From an optimization exercise on the open Yosys and OpenROAD flow, aimed at small area, a short achievable clock period and few clock cycles per item; shortcuts taken in it are not production practice. The RTL was checked by simulation tests, not by an equivalence proof against the original design. Power and IR drop assume default switching activity.

## design/flow/flow/run.sh

```bash
#!/bin/bash
# The standard layout, except that the ports are buffered with buf_1
# cells instead of the delay buffers buffer_ports picks by default. Each
# make run's full output goes to a log file of its own here.
set -euo pipefail
bash standard.sh synth > flow_synth.log 2>&1
bash standard.sh "BUFFER_PORTS_ARGS=-buffer_cell sky130_fd_sc_hd__buf_1" finish > flow_finish.log 2>&1
```

## design/flow/standard.sh

```bash
#!/bin/bash
# synth_recipe.tcl (not shown) runs the flow's synth.tcl, then flattens the netlist and writes it again
# the make line also repeats each setting of config.mk as NAME=value (left out here)
make -C /OpenROAD-flow-scripts/flow DESIGN_CONFIG=/design/flow/config.mk WORK_HOME=/design/flow/orfs CLKGATE_MAP_FILE= SYNTH_SCRIPT=/design/flow/synth_recipe.tcl "${@:-finish}"
```

## design/flow/config.mk

```make
export PLATFORM = sky130hd
export DESIGN_NAME = lc4_processor
export DESIGN_NICKNAME = lc4_processor
export VERILOG_FILES = /design/flow/design.v
export SDC_FILE = /design/flow/constraint.sdc
export NUM_CORES = 4
export LEC_CHECK = 0
export ABC_AREA = 1
export CAP_MARGIN = 20
export CORE_MARGIN = 2
export CORE_UTILIZATION = 30
export SLEW_MARGIN = 20
```

## design/flow/constraint.sdc

```tcl
create_clock -name core_clock -period 70.0 [get_ports {clk}]
set_input_delay 14.0000 -clock core_clock [delete_from_list [all_inputs] [get_ports {clk}]]
set_output_delay 14.0000 -clock core_clock [all_outputs]
set_load 0.01 [all_outputs]
```

## design/flow/design.v

```verilog
`timescale 1ns / 1ps
`default_nettype none
module lc4_div_steps #(parameter R = 4)
   (input  wire [15:0]  rem_in,
    input  wire [R-1:0] din,
    input  wire [15:0]  divisor,
    output wire [15:0]  rem_out,
    output wire [15:0]  rem_1,      
    output wire [R-1:0] q);
   wire [15:0] r [0:R];
   assign r[0] = rem_in;
   genvar i, j;
   generate
      for (i = 0; i < R; i = i + 1) begin : g_st
         wire [16:0] x = {r[i], din[R-1-i]};
         wire [16:0] bw;                         
         assign bw[0] = 1'b0;
         for (j = 0; j < 16; j = j + 1) begin : g_b
            assign bw[j+1] = (~x[j] & divisor[j]) | (~x[j] & bw[j]) | (divisor[j] & bw[j]);
         end
         wire [15:0] d = x[15:0] ^ divisor ^ bw[15:0];
         wire ok = x[16] | ~bw[16];
         assign q[R-1-i] = ok;
         assign r[i+1] = ok ? d : x[15:0];
      end
   endgenerate
   assign rem_out = r[R];
   assign rem_1 = r[1];
endmodule
`timescale 1ns / 1ps
`default_nettype none
module lc4_mul16(input  wire [15:0] a,
                 input  wire [15:0] b,
                 output wire [15:0] p);
   wire [15:0] pn [0:15];
   genvar gi;
   generate
      for (gi = 0; gi < 16; gi = gi + 1) begin : g_pp
         assign pn[gi] = ~(a & {16{b[gi]}});
      end
   endgenerate
   wire w1 = ~(pn[0][13] ^ pn[1][12]);
   wire w2 = pn[0][13] | pn[1][12];
   wire w3 = pn[0][14] ^ pn[1][13] ^ pn[2][12];
   wire w4 = (pn[0][14] & pn[1][13]) | (pn[0][14] & pn[2][12]) | (pn[1][13] & pn[2][12]);
   wire w5 = ~(pn[3][11] ^ pn[4][10]);
   wire w6 = pn[3][11] | pn[4][10];
   wire w7 = pn[0][15] ^ pn[1][14] ^ pn[2][13];
   wire w9 = pn[3][12] ^ pn[4][11] ^ pn[5][10];
   wire w11 = ~(pn[6][9] ^ pn[7][8]);
   wire w13 = ~(pn[0][9] ^ pn[1][8]);
   wire w14 = pn[0][9] | pn[1][8];
   wire w15 = pn[0][10] ^ pn[1][9] ^ pn[2][8];
   wire w16 = (pn[0][10] & pn[1][9]) | (pn[0][10] & pn[2][8]) | (pn[1][9] & pn[2][8]);
   wire w17 = ~(pn[3][7] ^ pn[4][6]);
   wire w18 = pn[3][7] | pn[4][6];
   wire w19 = pn[0][11] ^ pn[1][10] ^ pn[2][9];
   wire w20 = (pn[0][11] & pn[1][10]) | (pn[0][11] & pn[2][9]) | (pn[1][10] & pn[2][9]);
   wire w21 = pn[3][8] ^ pn[4][7] ^ pn[5][6];
   wire w22 = (pn[3][8] & pn[4][7]) | (pn[3][8] & pn[5][6]) | (pn[4][7] & pn[5][6]);
   wire w23 = ~(pn[6][5] ^ pn[7][4]);
   wire w24 = pn[6][5] | pn[7][4];
   wire w25 = pn[0][12] ^ pn[1][11] ^ pn[2][10];
   wire w26 = (pn[0][12] & pn[1][11]) | (pn[0][12] & pn[2][10]) | (pn[1][11] & pn[2][10]);
   wire w27 = pn[3][9] ^ pn[4][8] ^ pn[5][7];
   wire w28 = (pn[3][9] & pn[4][8]) | (pn[3][9] & pn[5][7]) | (pn[4][8] & pn[5][7]);
   wire w29 = pn[6][6] ^ pn[7][5] ^ pn[8][4];
   wire w30 = (pn[6][6] & pn[7][5]) | (pn[6][6] & pn[8][4]) | (pn[7][5] & pn[8][4]);
   wire w31 = ~(pn[9][3] ^ pn[10][2]);
   wire w32 = pn[9][3] | pn[10][2];
   wire w33 = pn[2][11] ^ pn[3][10] ^ pn[4][9];
   wire w34 = (pn[2][11] & pn[3][10]) | (pn[2][11] & pn[4][9]) | (pn[3][10] & pn[4][9]);
   wire w35 = pn[5][8] ^ pn[6][7] ^ pn[7][6];
   wire w36 = (pn[5][8] & pn[6][7]) | (pn[5][8] & pn[7][6]) | (pn[6][7] & pn[7][6]);
   wire w37 = pn[8][5] ^ pn[9][4] ^ pn[10][3];
   wire w38 = (pn[8][5] & pn[9][4]) | (pn[8][5] & pn[10][3]) | (pn[9][4] & pn[10][3]);
   wire w39 = pn[11][2] ^ pn[12][1] ^ pn[13][0];
   wire w40 = (pn[11][2] & pn[12][1]) | (pn[11][2] & pn[13][0]) | (pn[12][1] & pn[13][0]);
   wire w41 = pn[5][9] ^ pn[6][8] ^ pn[7][7];
   wire w42 = (pn[5][9] & pn[6][8]) | (pn[5][9] & pn[7][7]) | (pn[6][8] & pn[7][7]);
   wire w43 = pn[8][6] ^ pn[9][5] ^ pn[10][4];
   wire w44 = (pn[8][6] & pn[9][5]) | (pn[8][6] & pn[10][4]) | (pn[9][5] & pn[10][4]);
   wire w45 = pn[11][3] ^ pn[12][2] ^ pn[13][1];
   wire w46 = (pn[11][3] & pn[12][2]) | (pn[11][3] & pn[13][1]) | (pn[12][2] & pn[13][1]);
   wire w47 = pn[14][0] ^ w3 ^ w5;
   wire w48 = (pn[14][0] & w3) | (pn[14][0] & w5) | (w3 & w5);
   wire w49 = pn[8][7] ^ pn[9][6] ^ pn[10][5];
   wire w51 = pn[11][4] ^ pn[12][3] ^ pn[13][2];
   wire w53 = pn[14][1] ^ pn[15][0] ^ w7;
   wire w55 = w9 ^ w11 ^ w4;
   wire w57 = ~(pn[0][6] ^ pn[1][5]);
   wire w58 = pn[0][6] | pn[1][5];
   wire w59 = pn[0][7] ^ pn[1][6] ^ pn[2][5];
   wire w60 = (pn[0][7] & pn[1][6]) | (pn[0][7] & pn[2][5]) | (pn[1][6] & pn[2][5]);
   wire w61 = ~(pn[3][4] ^ pn[4][3]);
   wire w62 = pn[3][4] | pn[4][3];
   wire w63 = pn[0][8] ^ pn[1][7] ^ pn[2][6];
   wire w64 = (pn[0][8] & pn[1][7]) | (pn[0][8] & pn[2][6]) | (pn[1][7] & pn[2][6]);
   wire w65 = pn[3][5] ^ pn[4][4] ^ pn[5][3];
   wire w66 = (pn[3][5] & pn[4][4]) | (pn[3][5] & pn[5][3]) | (pn[4][4] & pn[5][3]);
   wire w67 = ~(pn[6][2] ^ pn[7][1]);
   wire w68 = pn[6][2] | pn[7][1];
   wire w69 = pn[2][7] ^ pn[3][6] ^ pn[4][5];
   wire w70 = (pn[2][7] & pn[3][6]) | (pn[2][7] & pn[4][5]) | (pn[3][6] & pn[4][5]);
   wire w71 = pn[5][4] ^ pn[6][3] ^ pn[7][2];
   wire w72 = (pn[5][4] & pn[6][3]) | (pn[5][4] & pn[7][2]) | (pn[6][3] & pn[7][2]);
   wire w73 = pn[8][1] ^ pn[9][0] ^ w13;
   wire w74 = (pn[8][1] & pn[9][0]) | (pn[8][1] & w13) | (pn[9][0] & w13);
   wire w75 = pn[5][5] ^ pn[6][4] ^ pn[7][3];
   wire w76 = (pn[5][5] & pn[6][4]) | (pn[5][5] & pn[7][3]) | (pn[6][4] & pn[7][3]);
   wire w77 = pn[8][2] ^ pn[9][1] ^ pn[10][0];
   wire w78 = (pn[8][2] & pn[9][1]) | (pn[8][2] & pn[10][0]) | (pn[9][1] & pn[10][0]);
   wire w79 = w15 ^ w17 ^ w14;
   wire w80 = (w15 & w17) | (w15 & w14) | (w17 & w14);
   wire w81 = pn[8][3] ^ pn[9][2] ^ pn[10][1];
   wire w82 = (pn[8][3] & pn[9][2]) | (pn[8][3] & pn[10][1]) | (pn[9][2] & pn[10][1]);
   wire w83 = pn[11][0] ^ w19 ^ w21;
   wire w84 = (pn[11][0] & w19) | (pn[11][0] & w21) | (w19 & w21);
   wire w85 = w23 ^ w16 ^ w18;
   wire w86 = (w23 & w16) | (w23 & w18) | (w16 & w18);
   wire w87 = pn[11][1] ^ pn[12][0] ^ w25;
   wire w88 = (pn[11][1] & pn[12][0]) | (pn[11][1] & w25) | (pn[12][0] & w25);
   wire w89 = w27 ^ w29 ^ w31;
   wire w90 = (w27 & w29) | (w27 & w31) | (w29 & w31);
   wire w91 = w20 ^ w22 ^ w24;
   wire w92 = (w20 & w22) | (w20 & w24) | (w22 & w24);
   wire w93 = w1 ^ w33 ^ w35;
   wire w94 = (w1 & w33) | (w1 & w35) | (w33 & w35);
   wire w95 = w37 ^ w39 ^ w26;
   wire w96 = (w37 & w39) | (w37 & w26) | (w39 & w26);
   wire w97 = w28 ^ w30 ^ w32;
   wire w98 = (w28 & w30) | (w28 & w32) | (w30 & w32);
   wire w99 = w2 ^ w41 ^ w43;
   wire w100 = (w2 & w41) | (w2 & w43) | (w41 & w43);
   wire w101 = w45 ^ w47 ^ w34;
   wire w102 = (w45 & w47) | (w45 & w34) | (w47 & w34);
   wire w103 = w36 ^ w38 ^ w40;
   wire w104 = (w36 & w38) | (w36 & w40) | (w38 & w40);
   wire w105 = w6 ^ w49 ^ w51;
   wire w107 = w53 ^ w55 ^ w42;
   wire w109 = w44 ^ w46 ^ w48;
   wire w111 = ~(pn[0][4] ^ pn[1][3]);
   wire w112 = pn[0][4] | pn[1][3];
   wire w113 = pn[0][5] ^ pn[1][4] ^ pn[2][3];
   wire w114 = (pn[0][5] & pn[1][4]) | (pn[0][5] & pn[2][3]) | (pn[1][4] & pn[2][3]);
   wire w115 = ~(pn[3][2] ^ pn[4][1]);
   wire w116 = pn[3][2] | pn[4][1];
   wire w117 = pn[2][4] ^ pn[3][3] ^ pn[4][2];
   wire w118 = (pn[2][4] & pn[3][3]) | (pn[2][4] & pn[4][2]) | (pn[3][3] & pn[4][2]);
   wire w119 = pn[5][1] ^ pn[6][0] ^ w57;
   wire w120 = (pn[5][1] & pn[6][0]) | (pn[5][1] & w57) | (pn[6][0] & w57);
   wire w121 = pn[5][2] ^ pn[6][1] ^ pn[7][0];
   wire w122 = (pn[5][2] & pn[6][1]) | (pn[5][2] & pn[7][0]) | (pn[6][1] & pn[7][0]);
   wire w123 = w59 ^ w61 ^ w58;
   wire w124 = (w59 & w61) | (w59 & w58) | (w61 & w58);
   wire w125 = pn[8][0] ^ w63 ^ w65;
   wire w126 = (pn[8][0] & w63) | (pn[8][0] & w65) | (w63 & w65);
   wire w127 = w67 ^ w60 ^ w62;
   wire w128 = (w67 & w60) | (w67 & w62) | (w60 & w62);
   wire w129 = w69 ^ w71 ^ w73;
   wire w130 = (w69 & w71) | (w69 & w73) | (w71 & w73);
   wire w131 = w64 ^ w66 ^ w68;
   wire w132 = (w64 & w66) | (w64 & w68) | (w66 & w68);
   wire w133 = w75 ^ w77 ^ w79;
   wire w134 = (w75 & w77) | (w75 & w79) | (w77 & w79);
   wire w135 = w70 ^ w72 ^ w74;
   wire w136 = (w70 & w72) | (w70 & w74) | (w72 & w74);
   wire w137 = w81 ^ w83 ^ w85;
   wire w138 = (w81 & w83) | (w81 & w85) | (w83 & w85);
   wire w139 = w76 ^ w78 ^ w80;
   wire w140 = (w76 & w78) | (w76 & w80) | (w78 & w80);
   wire w141 = w87 ^ w89 ^ w91;
   wire w142 = (w87 & w89) | (w87 & w91) | (w89 & w91);
   wire w143 = w82 ^ w84 ^ w86;
   wire w144 = (w82 & w84) | (w82 & w86) | (w84 & w86);
   wire w145 = w93 ^ w95 ^ w97;
   wire w146 = (w93 & w95) | (w93 & w97) | (w95 & w97);
   wire w147 = w88 ^ w90 ^ w92;
   wire w148 = (w88 & w90) | (w88 & w92) | (w90 & w92);
   wire w149 = w99 ^ w101 ^ w103;
   wire w150 = (w99 & w101) | (w99 & w103) | (w101 & w103);
   wire w151 = w94 ^ w96 ^ w98;
   wire w152 = (w94 & w96) | (w94 & w98) | (w96 & w98);
   wire w153 = w105 ^ w107 ^ w109;
   wire w155 = w100 ^ w102 ^ w104;
   wire w157 = ~(pn[0][3] ^ pn[1][2]);
   wire w158 = pn[0][3] | pn[1][2];
   wire w159 = pn[2][2] ^ pn[3][1] ^ pn[4][0];
   wire w160 = (pn[2][2] & pn[3][1]) | (pn[2][2] & pn[4][0]) | (pn[3][1] & pn[4][0]);
   wire w161 = pn[5][0] ^ w113 ^ w115;
   wire w162 = (pn[5][0] & w113) | (pn[5][0] & w115) | (w113 & w115);
   wire w163 = w117 ^ w119 ^ w114;
   wire w164 = (w117 & w119) | (w117 & w114) | (w119 & w114);
   wire w165 = w121 ^ w123 ^ w118;
   wire w166 = (w121 & w123) | (w121 & w118) | (w123 & w118);
   wire w167 = w125 ^ w127 ^ w122;
   wire w168 = (w125 & w127) | (w125 & w122) | (w127 & w122);
   wire w169 = w129 ^ w131 ^ w126;
   wire w170 = (w129 & w131) | (w129 & w126) | (w131 & w126);
   wire w171 = w133 ^ w135 ^ w130;
   wire w172 = (w133 & w135) | (w133 & w130) | (w135 & w130);
   wire w173 = w137 ^ w139 ^ w134;
   wire w174 = (w137 & w139) | (w137 & w134) | (w139 & w134);
   wire w175 = w141 ^ w143 ^ w138;
   wire w176 = (w141 & w143) | (w141 & w138) | (w143 & w138);
   wire w177 = w145 ^ w147 ^ w142;
   wire w178 = (w145 & w147) | (w145 & w142) | (w147 & w142);
   wire w179 = w149 ^ w151 ^ w146;
   wire w180 = (w149 & w151) | (w149 & w146) | (w151 & w146);
   wire w181 = w153 ^ w155 ^ w150;
   wire w183 = ~(pn[0][2] ^ pn[1][1]);
   wire w184 = pn[0][2] | pn[1][1];
   wire w185 = pn[2][1] ^ pn[3][0] ^ w157;
   wire w186 = (pn[2][1] & pn[3][0]) | (pn[2][1] & w157) | (pn[3][0] & w157);
   wire w187 = w111 ^ w159 ^ w158;
   wire w188 = (w111 & w159) | (w111 & w158) | (w159 & w158);
   wire w189 = w112 ^ w161 ^ w160;
   wire w190 = (w112 & w161) | (w112 & w160) | (w161 & w160);
   wire w191 = w116 ^ w163 ^ w162;
   wire w192 = (w116 & w163) | (w116 & w162) | (w163 & w162);
   wire w193 = w120 ^ w165 ^ w164;
   wire w194 = (w120 & w165) | (w120 & w164) | (w165 & w164);
   wire w195 = w124 ^ w167 ^ w166;
   wire w196 = (w124 & w167) | (w124 & w166) | (w167 & w166);
   wire w197 = w128 ^ w169 ^ w168;
   wire w198 = (w128 & w169) | (w128 & w168) | (w169 & w168);
   wire w199 = w132 ^ w171 ^ w170;
   wire w200 = (w132 & w171) | (w132 & w170) | (w171 & w170);
   wire w201 = w136 ^ w173 ^ w172;
   wire w202 = (w136 & w173) | (w136 & w172) | (w173 & w172);
   wire w203 = w140 ^ w175 ^ w174;
   wire w204 = (w140 & w175) | (w140 & w174) | (w175 & w174);
   wire w205 = w144 ^ w177 ^ w176;
   wire w206 = (w144 & w177) | (w144 & w176) | (w177 & w176);
   wire w207 = w148 ^ w179 ^ w178;
   wire w208 = (w148 & w179) | (w148 & w178) | (w179 & w178);
   wire w209 = w152 ^ w181 ^ w180;
   wire [15:0] ra = {w209, w207, w205, w203, w201, w199, w197, w195, w193, w191, w189, w187, w185, pn[2][0], pn[0][1], pn[0][0]};
   wire [15:0] rb = {w208, w206, w204, w202, w200, w198, w196, w194, w192, w190, w188, w186, w184, w183, pn[1][0], 1'b1};
   wire [16:0] cy;
   assign cy[0] = 1'b1;
   generate
      for (gi = 0; gi < 16; gi = gi + 1) begin : g_add
         assign cy[gi+1] = (ra[gi] & rb[gi]) | (ra[gi] & cy[gi]) | (rb[gi] & cy[gi]);
      end
   endgenerate
   assign p = ~(ra ^ rb ^ cy[15:0]);
endmodule
`timescale 1ns / 1ps
`default_nettype none
module lc4_processor
   (input  wire        clk,
    input  wire        rst,
    input  wire        gwe,
    output wire [15:0] o_cur_pc,
    input  wire [15:0] i_cur_insn,
    output wire [15:0] o_dmem_addr,
    input  wire [15:0] i_cur_dmem_data,
    output wire        o_dmem_we,
    output wire [15:0] o_dmem_towrite,
    output wire [1:0]  test_stall,
    output wire [15:0] test_cur_pc,
    output wire [15:0] test_cur_insn,
    output wire        test_regfile_we,
    output wire [2:0]  test_regfile_wsel,
    output wire [15:0] test_regfile_data,
    output wire        test_nzp_we,
    output wire [2:0]  test_nzp_new_bits,
    output wire        test_dmem_we,
    output wire [15:0] test_dmem_addr,
    output wire [15:0] test_dmem_data,
    input  wire [7:0]  switch_data,
    output wire [7:0]  led_data);
   assign led_data = switch_data;
   reg [15:0]  pc;       
   reg [15:0]  ir;
   reg         valid;    
   reg [2:0]   dcnt;     
   reg [15:0]  remr;     
   reg [14:0]  qr;       
   reg [2:0]   nzp;
   reg [127:0] rf;       
   wire [3:0] op = ir[15:12];
   wire is_br    = op == 4'h0;
   wire is_arith = op == 4'h1;
   wire is_cmp   = op == 4'h2;
   wire is_jsr   = op == 4'h4;
   wire is_logic = op == 4'h5;
   wire is_ldr   = op == 4'h6;
   wire is_str   = op == 4'h7;
   wire is_rti   = op == 4'h8;
   wire is_const = op == 4'h9;
   wire is_shift = op == 4'ha;
   wire is_jmp   = op == 4'hc;
   wire is_hic   = op == 4'hd;
   wire is_trap  = op == 4'hf;
   wire is_mul  = is_arith & ir[5:3] == 3'b001;
   wire is_div  = is_arith & ir[5:3] == 3'b011;
   wire is_mod  = is_shift & ir[5:4] == 2'b11;
   wire is_long = is_div | is_mod;
   wire dlast   = dcnt[2] & dcnt[0];
   wire busy    = is_long & ~dlast;       
   wire rf_we_d  = is_arith | is_jsr | is_logic | is_ldr | is_const |
                   is_shift | is_hic | is_trap;
   wire nzp_we_d = rf_we_d | is_cmp;
   wire link     = is_jsr | is_trap;
   wire [2:0] wsel = link ? 3'd7 : ir[11:9];
   wire [2:0] ra = (is_cmp | is_hic) ? ir[11:9] :
                   is_rti ? 3'd7 : ir[8:6];
   wire [2:0] rb = is_str ? ir[11:9] : ir[2:0];
   wire [15:0] a = rf[ra*16 +: 16];
   wire [15:0] b = rf[rb*16 +: 16];
   wire [15:0] sx5  = {{11{ir[4]}}, ir[4:0]};
   wire [15:0] sx6  = {{10{ir[5]}}, ir[5:0]};
   wire [15:0] sx7  = {{9{ir[6]}}, ir[6:0]};
   wire [15:0] zx7  = {9'd0, ir[6:0]};
   wire [15:0] sx9  = {{7{ir[8]}}, ir[8:0]};
   wire [15:0] sx11 = {{5{ir[10]}}, ir[10:0]};
   wire use_pc = is_br | is_jmp;
   wire [15:0] opa = use_pc ? pc : a;
   reg  [15:0] opb;
   reg         neg;        
   always @* begin
      neg = 1'b0;
      opb = b;
      if (is_arith) begin
         if (ir[5]) opb = sx5;
         else neg = ir[4];
      end else if (is_cmp) begin
         neg = 1'b1;
         case (ir[8:7])
           2'b10: opb = sx7;
           2'b11: opb = zx7;
           default: opb = b;
         endcase
      end else if (is_logic) begin
         if (ir[5]) opb = sx5;
         else if (ir[4:3] == 2'b01) begin
            opb = 16'd0;
            neg = 1'b1;
         end
      end else if (is_ldr | is_str) opb = sx6;
      else if (is_br) opb = sx9;
      else if (is_jmp) opb = sx11;
   end
   wire        cin = neg | use_pc;
   wire [15:0] ob = opb ^ {16{neg}};
   wire [15:0] ap = opa ^ ob;            
   wire [15:0] ag = opa & ob;            
   wire [16:0] cy;
   assign cy[0] = cin;
   genvar gj;
   generate
      for (gj = 0; gj < 16; gj = gj + 1) begin : g_add
         assign cy[gj+1] = ag[gj] | (ap[gj] & cy[gj]);
      end
   endgenerate
   wire [15:0] s = ap ^ cy[15:0];
   wire lt = ir[7] ? ~cy[16] : ((opa[15] ^ opb[15]) ? opa[15] : s[15]);
   wire [15:0] addres = is_cmp ? {lt, s[14:1], s[0] | s[15]} : s;
   wire [15:0] logres = (~ir[5] & ir[3]) ? ap : (~ir[5] & ir[4]) ? (ap | ag) : ag;
   wire shr = is_shift & (ir[5] ^ ir[4]);        
   wire [15:0] a_rev, m_rev;
   wire [15:0] onehot = 16'd1 << ir[3:0];
   wire [15:0] ma = shr ? a_rev : a;
   wire [15:0] mb = is_shift ? onehot : b;
   wire [15:0] mul;
   lc4_mul16 mu(.a(ma), .b(mb), .p(mul));
   wire [15:0] fill;
   generate
      for (gj = 0; gj < 16; gj = gj + 1) begin : g_rev
         assign a_rev[gj] = a[15-gj];
         assign m_rev[gj] = mul[15-gj];
         assign fill[gj] = ~ir[5] & a[15] & (ir[3:0] > 15 - gj);
      end
   endgenerate
   wire [15:0] shres = shr ? (m_rev | fill) : mul;
   wire [15:0] pc1 = pc + 16'd1;
   reg [2:0] din;
   always @* begin
      case (dcnt)
        3'd0: din = a[15:13];
        3'd1: din = a[12:10];
        3'd2: din = a[9:7];
        3'd3: din = a[6:4];
        3'd4: din = a[3:1];
        default: din = {a[0], 2'b00};
      endcase
   end
   wire [15:0] rem_in = (dcnt == 3'd0) ? 16'd0 : remr;
   wire [15:0] rem_out, rem_1;
   wire [2:0]  q3;
   lc4_div_steps #(.R(3)) div(.rem_in(rem_in), .din(din), .divisor(b),
                              .rem_out(rem_out), .rem_1(rem_1), .q(q3));
   wire [15:0] divres = (b == 16'd0) ? 16'd0 : is_div ? {qr, q3[2]} : rem_1;
   reg [15:0] res;
   always @* begin
      case (op)
        4'h1: res = is_mul ? mul : addres;
        4'h2: res = addres;
        4'h5: res = logres;
        4'h9: res = sx9;
        4'ha: res = shres;
        4'hd: res = {ir[7:0], a[7:0]};
        4'h4, 4'hf: res = pc1;
        default: res = addres;
      endcase
      if (is_long) res = divres;
   end
   wire [15:0] wdata = is_ldr ? i_cur_dmem_data : res;
   wire ld_z  = i_cur_dmem_data == 16'd0;
   wire res_z = res == 16'd0;
   wire [2:0] nzp_new = is_ldr ? {i_cur_dmem_data[15], ld_z, ~i_cur_dmem_data[15] & ~ld_z}
                               : {res[15], res_z, ~res[15] & ~res_z};
   wire taken = is_br & |(ir[11:9] & nzp);
   reg [15:0] npc;
   always @* begin
      npc = pc1;
      if (valid) begin
         if (taken | (is_jmp & ir[11])) npc = s;
         else if (is_jsr & ir[11]) npc = {pc[15], ir[10:0], 4'd0};
         else if (is_jsr | is_jmp | is_rti) npc = a;
         else if (is_trap) npc = {8'h80, ir[7:0]};
      end
   end
   assign o_cur_pc = npc;
   wire adv = ~(valid & busy);       
   wire rf_we = valid & rf_we_d & ~busy;
   wire [15:0] rf_wd = wdata;
   always @(posedge clk) begin
      if (gwe) begin
         if (rst) begin
            pc    <= 16'h81ff;
            valid <= 1'b0;
            dcnt  <= 3'd0;
            nzp   <= 3'b000;
         end else begin
            if (adv) begin
               pc    <= npc;
               ir    <= i_cur_insn;
               valid <= 1'b1;
            end
            if (valid & is_long) begin
               dcnt <= dlast ? 3'd0 : dcnt + 3'd1;
               if (busy) begin
                  remr <= rem_out;
                  qr   <= {qr[11:0], q3};
               end
            end
            if (valid & nzp_we_d & ~busy) nzp <= nzp_new;
         end
      end
   end
   wire [15:0] rf_in = rst ? 16'd0 : rf_wd;
   genvar gi;
   generate
      for (gi = 0; gi < 8; gi = gi + 1) begin : g_rf
         always @(posedge clk)
            if (gwe & (rst | (rf_we & wsel == gi)))
               rf[gi*16 +: 16] <= rf_in;
      end
   endgenerate
   assign o_dmem_addr    = s;
   assign o_dmem_we      = valid & is_str;
   assign o_dmem_towrite = b;
   assign test_stall        = {1'b0, ~valid | busy};
   assign test_cur_pc       = pc;
   assign test_cur_insn     = ir;
   assign test_regfile_we   = rf_we_d;
   assign test_regfile_wsel = wsel;
   assign test_regfile_data = wdata;
   assign test_nzp_we       = nzp_we_d;
   assign test_nzp_new_bits = nzp_new;
   assign test_dmem_we      = is_str;
   assign test_dmem_addr    = (is_ldr | is_str) ? s : 16'd0;
   assign test_dmem_data    = is_ldr ? i_cur_dmem_data : is_str ? b : 16'd0;
endmodule
```

==> results of run 1 <==
[layer usage]
layer,track usage (%),wire length (um),up-vias
met1,33.3,34400,9642
met4,9.79,3610,4
met3,6.90,11900,206
met5,0,34,-
met2,35.4,36000,1413
li1,-,-,9090
[final cells by class]
cell class	instances	area [um2]
fillers	7146	44800
multi-input cells	2000	12500
flip-flops and latches	198	5950
inverters	348	1310
well taps	873	1090
repair buffers	220	1000
clock buffers	19	433
clock inverters	12	163
diodes	3	7.51
[critical path: stages]
cell	delay, ns
buf_1	0.09
nor4_1	0.33
nand2_1	0.09
nor2_1	0.10
nor2_1	0.05
inv_1	0.09
nand3_2	0.09
inv_1	0.07
buf_1	0.16
[cell families (layout without fill, tap and decap cells)]
family	Yosys count	after routing
AOI/OAI and AO/OA	461	461
xor gates and xnor gates	34	34
adders and majority gates	209	209
buffers and inverters	486	599
DFF	198	198
muxes	17	17
other	1	4
and+or+nand+nor	1278	1278
[sequential cells by signal, indices dropped and copies added (netlist names)]
| name | count |
|---|---|
| dcnt | 3 |
| nzp | 3 |
| valid | 1 |
| ir | 16 |
| qr | 15 |
| rf | 128 |
| remr | 16 |
| pc | 16 |
[stage by stage]
step	worst slack (ns)	utilization [%]
after floorplan	41.29	-
after global placement	40.87	32.5
after detailed placement	40.91	32.5
after CTS	40.91	33.4
after global routing	40.73	33.4
final	40.92	33.4
[where the power goes]
group          switching (mW)  total (mW)  internal (mW)
Clock                  0.0483       0.102         0.0539
Combinational           0.359       0.537          0.178
Sequential            0.00518       0.155          0.150
[path summary, 6_finish.rpt]
check	endpoint	start	depth (start not counted)	slack [ns]
max	test_nzp_new_bits[1]	i_cur_dmem_data[10]	9	40.92
min	qr[10]	qr[7]	0	0.45
max reg2reg	remr[10]	ir[13]	89	43.80
min reg2reg	qr[10]	qr[7]	0	0.45
[layout by cell type (no fill, tap or decap), types with 57 or more instances in the layout]
cell and n:
a21oi_1 115, buf_1 172, edfxtp_1 198, fa_1 152
ha_1 57, inv_1 325, nand2_1 603, nand3_1 344
nor2_1 244, o211ai_1 70, o21ai_0 190
==> results.py, run 1 <==
metrics = {
    "timing": {
        "maxSlewViolCount": 0,
        "setup-tns-final_ns": 0,
        "min_period_over_period_pct": 41.5,
        "slew_headroom_pct": 26.7,
        "rsz0062_at_grt": "no",
        "fin_crit_ns": 29.08,
        "hold_viol": 0,
        "whs_ns": 0.448,
        "finalSetupViolCount": 0,
        "fin_skew_ns": 0.0232,
        "tightest_slew_ns": 1.10,
        "fmax_mhz": 34.4,
    },
    "setup_path": {
        "crit_arrival_ns": 15.08,
        "path_class": "input pin to output port",
        "cp.required_ns": 56.00,
        "worstSetupStartpointType": "input pin",
        "critPathCaptureType": "output port",
        "cp_max_fo": 2,
    },
    "synth": {
        "yosysMostFrequentCell": "nand2_1",
        "syn-instance-count": 2684,
        "synthTopCellsByCount": "603 x nand2_1, 344 x nand3_1, 325 x inv_1",
        "synth_area_per_cell_um2": 7.59,
        "muxShareOfSynthArea_pct": 0.835,
        "synth_edf_count": 198,
        "synth_top_cell_area_share_pct": 29.2,
        "synth_top_family_by_area": "simple AND/OR/NAND/NOR gates",
        "syn_area_mm2": 0.0204,
        "yosysTopAreaCell": "edfxtp_1",
        "ys_seq_area_share_pct": 29.2,
        "synth-simple-area-share_pct": 27.0,
        "synth-async-reset-ratio_pct": 0,
        "synth_compound_area_share_pct": 13.3,
        "synth-seq-cells": 198,
        "synthAdderAreaFrac_pct": 18.4,
        "ys.flop_type": "edfxtp_1",
        "netlist_top_cells_area": "edfxtp_1 29%, fa_1 15%, nand2_1 11%",
        "yosysWarnings": 3,
        "synth_cell_types": 54,
        "syn_nets": 2936,
        "synth_xor_area_share_pct": 1.50,
    },
    "route": {
        "drt_iter0_drc": 2940,
        "drcViolationCount": 0,
        "first_pass_iters": 6,
        "via_per_inst": 5.54,
        "wirelength_mm": 85.9,
        "ant_nets": 0,
        "wl_per_cell_um": 23.4,
        "vias": 20355,
    },
    "floorplan": {
        "fp.dieArea_mm2": 0.0700,
        "die_x_um": 265,
        "io_pins": 191,
        "start_util_pct": 30.3,
        "die_h_um": 265,
        "core.rowCount": 95,
        "core_area_mm2": 0.0673,
    },
    "finish": {
        "fin_area_mm2": 0.0224,
        "nNetsFinal": 3037,
        "drive_gt1_share_pct": 6.11,
        "area_growth_pct": 10.1,
        "stdcell_count": 3673,
    },
    "placed_design": {
        "placed_cell_area_mm2": 0.0218,
        "gp_congestion": 1.03,
        "placedCellCount": 3639,
        "place.detailed.hpwl_mm": 64.1,
        "io_buffers": 173,
    },
    "global_routing": {
        "grt_antenna_before_repair": 7,
        "grt_max_degree": 61,
        "grt_usage_pct": 24.1,
        "grt_pass1_vias": 18842,
        "grt_pass1_wl_mm": 126,
        "grt_overflow_total": 0,
    },
    "clock_tree": {
        "ctsLongestPathBuffers": 2,
        "tritoncts": "built",
        "h-tree-depth": 4,
        "clockRootBuffer": "clkbuf_16",
        "insertion_delay_ns": 0.46,
        "post_cts_buffers": 0,
        "cts_buffers": 17,
        "path_clk_slew_ns": 0.08,
        "cts.hold.buffers_added": 0,
        "clkSinkCount": 198,
        "postCtsResizedCells": 0,
    },
    "power_and_ir_drop": {
        "cellPowerDensity_mw_per_mm2": 35.4,
        "p_leak_nw": 9.66,
        "ir_worst_vdd_mv": 0.0381,
        "power_uw": 794,
    },
    "min_path": {
        "hp-class": "flip-flop to flip-flop",
    },
    "outcome": {
        "status": "complete, no violations",
    },
    "flow_run": {
        "maxCapViolCount": 0,
    },
}
Testbench counts, summed over its fixed seeds: cycles 176,615, insns 160,000.
==> inputs of run 2 (changes only) <==
==> design/flow/run.sh (new file) <==
#!/bin/bash
# synth_recipe.tcl (not shown) runs the flow's synth.tcl, then flattens the netlist and writes it again
# the make line also repeats each setting of config.mk as NAME=value (left out here)
make -C /OpenROAD-flow-scripts/flow DESIGN_CONFIG=/design/flow/config.mk WORK_HOME=/design/flow/orfs CLKGATE_MAP_FILE= SYNTH_SCRIPT=/design/flow/synth_recipe.tcl finish
removed: design/flow/flow/run.sh
removed: design/flow/standard.sh
==> results.py, run 2 <==
metrics = {
    "finish": {
        "drive_gt1_share_pct": 6.18,
        "largest-register": "rf",
        "fill_cells": 7120,
        "nNetsFinal": 3037,
        "area_growth_pct": 15.5,
        "largest_register_ffs": 128,
        "final_common_cell": "nand2_1",
        "final_cell_mix": "603 x nand2_1, 344 x nand3_1, 325 x inv_1",
    },
    "floorplan": {
        "core_area_mm2": 0.0673,
        "die_h_um": 265,
        "core.rowCount": 95,
        "io_pins": 191,
        "start_util_pct": 30.3,
        "die_x_um": 265,
        "fp.dieArea_mm2": 0.0700,
    },
    "placed_design": {
        "io_buffers": 173,
        "place.detailed.hpwl_mm": 64.9,
        "gp_congestion": 1.03,
        "dp_slack_ns": 40.16,
    },
    "synth": {
        "yosysWarnings": 3,
        "synth_cell_types": 54,
        "ys_seq_area_share_pct": 29.2,
        "synth_edf_count": 198,
        "synthTopCellsByCount": "603 x nand2_1, 344 x nand3_1, 325 x inv_1",
        "syn_nets": 2936,
        "synth-seq-cells": 198,
        "synth_compound_area_share_pct": 13.3,
        "synth_top_cell_area_share_pct": 29.2,
        "synth-simple-area-share_pct": 27.0,
        "synth_top_family_by_area": "simple AND/OR/NAND/NOR gates",
        "netlist_top_cells_area": "edfxtp_1 29%, fa_1 15%, nand2_1 11%",
        "yosysTopAreaCell": "edfxtp_1",
        "synth_area_per_cell_um2": 7.59,
        "syn_area_mm2": 0.0204,
        "synthAdderAreaFrac_pct": 18.4,
        "synth_xor_area_share_pct": 1.50,
        "ys.flop_type": "edfxtp_1",
        "muxShareOfSynthArea_pct": 0.835,
        "synth-async-reset-ratio_pct": 0,
        "syn-instance-count": 2684,
        "yosysMostFrequentCell": "nand2_1",
    },
    "clock_tree": {
        "h-tree-depth": 4,
        "cts_buffers": 17,
        "postCtsResizedCells": 0,
        "tritoncts": "built",
        "clockRootBuffer": "clkbuf_16",
        "path_clk_slew_ns": 0.08,
        "clkSinkCount": 198,
        "insertion_delay_ns": 0.48,
        "post_cts_buffers": 0,
        "cts.hold.buffers_added": 0,
        "ctsLongestPathBuffers": 2,
    },
    "global_routing": {
        "grt_usage_pct": 24.4,
        "grt_overflow_total": 0,
        "grt_pass1_wl_mm": 127,
        "grt_max_degree": 65,
        "grt_antenna_before_repair": 4,
        "grt_pass1_vias": 19012,
    },
    "setup_path": {
        "r2r_start": "ir[13]",
        "slowest_delay_ns": 0.54,
        "startpoint": "i_cur_dmem_data[10]",
        "cp_max_fo": 2,
        "cp_cell_sequence": "clkdlybuf4s50_1 > nor4_1 > nand2_1 > nor2_1 > nor2_1 > inv_1 > nand3_2 > inv_1 > clkdlybuf4s50_1",
        "worstSetupStartpointType": "input pin",
        "path_class": "input pin to output port",
        "crit_arrival_ns": 15.84,
        "cp.required_ns": 56.00,
        "critPathCaptureType": "output port",
        "critPathSlowestCell": "clkdlybuf4s50_1",
    },
    "timing": {
        "min_period_over_period_pct": 42.6,
        "fmax_mhz": 33.5,
        "slew_headroom_pct": 24.5,
        "rsz0062_at_grt": "no",
        "fin_skew_ns": 0.0268,
        "finalSetupViolCount": 0,
        "fin_crit_ns": 29.84,
        "setup-tns-final_ns": 0,
        "maxSlewViolCount": 0,
        "tightest_slew_ns": 1.13,
        "setup_ws_ns": 40.16,
        "hold_viol": 0,
    },
    "power_and_ir_drop": {
        "p_leak_nw": 10.1,
        "cellPowerDensity_mw_per_mm2": 34.7,
        "ir_worst_vdd_mv": 0.0402,
    },
    "route": {
        "wl_per_cell_um": 23.6,
        "ant_nets": 0,
        "drt_iter0_drc": 2908,
        "first_pass_iters": 6,
        "drcViolationCount": 0,
        "via_per_inst": 5.52,
        "vias": 20259,
        "wirelength_mm": 86.7,
    },
    "flow_run": {
        "maxCapViolCount": 0,
    },
    "min_path": {
        "holdCritStartpoint": "qr[5]",
        "hp-class": "flip-flop to flip-flop",
    },
    "outcome": {
        "status": "complete, no violations",
    },
}
-- run 2: cell counts after synthesis --
Identical to the previous run, type by type.
-- run 2: final cells by class --
cell class                      count  area (um2)  share of cell area (%)
Antenna cell                        2        5.00                  0.0213
Clock buffer                       17         425                    1.81
Clock inverter                     15         205                   0.871
Inverter                          348        1310                    5.56
Multi-Input combinational cell   2000       12500                    53.0
Sequential cell                   198        5950                    25.2
Tap cell                          873        1090                    4.64
Timing Repair Buffer              220        2080                    8.85
-- run 2: critical path: cells and delay by family --
kind / cells / cell delay [ns]
simple gates: 5 / 0.69
buf+inv: 4 / 1.15
-- run 2: kinds of logic (layout without fill, tap and decap cells) --
family / after synthesis / after routing
XOR/XNOR: 34 / 34
multiplexers: 17 / 17
flip-flops: 198 / 198
buffers and inverters: 486 / 600
other: 1 / 3
adder cells (fa/ha/maj): 209 / 209
AO/OA/AOI/OAI: 461 / 461
AND/OR/NAND/NOR: 1278 / 1278
-- run 2: power breakdown --
group / switching, mW / total [mW] / internal (mW)
sequential: 0.00513 / 0.155 / 0.150
combinational: 0.357 / 0.555 / 0.198
clock: 0.0516 / 0.107 / 0.0551
total: 0.414 / 0.817 / 0.403
-- run 2: worst paths after layout --
check	cells past startpoint	slack [ns]	to
max	9	40.16	test_nzp_new_bits[1]
min	0	0.46	qr[8]
max reg2reg	87	44.37	remr[0]
min reg2reg	0	0.46	qr[8]
-- run 2: per-layer routing --
layer  wire length [um]  up-vias  global-route usage, %
met5                  0        -                      0
met4               3770        0                   10.0
met3              10900      182                   5.98
met2              36400     1285                   36.2
met1              35600     9689                   34.0
li1                   -     9103                      -
-- run 2: per-stage QoR --
step,utilization (%),cells,power [mW],hold WS (ns),area (um2)
2_1_floorplan,-,2684,0.492,0.421,20400
4_1_cts,35.0,3671,0.815,0.451,23500
6_report,35.0,3673,0.817,0.455,23600
3_5_place_dp,34.1,3639,0.708,0.428,22900
3_3_place_gp,34.1,3639,0.703,0.424,22900
5_1_grt,35.0,3671,0.878,0.459,23500

-- static timing again, ports no longer ideal --
In the flow no input, the clock included, has a driving cell. The finished layouts below were timed again as built, in two steps.
Step 1 sets driving cells, clkbuf_16 on the clock port and buf_2 on the other inputs (assumed; they add their load-dependent delay and slew).
Step 2 moves the port delays by t, midway between the first and last clock arrival at a register: inputs arrive t later, outputs are due t later. That takes back most of the time a late clock gives input paths.
Slacks: no drivers / after step 1 / after step 2; pairs: no drivers / after step 1.
run	shift t [ns]	setup WS [ns]	worst setup path after step 2
run 1	0.508	40.924 / 40.900 / 40.900	input to output
run 2	0.518	40.163 / 40.142 / 40.142	input to output
After both steps every run listed still meets setup and hold. For run 1, which loses most, drivers alone change the setup slack by -0.024 ns; drivers and shift together by -0.024 ns.
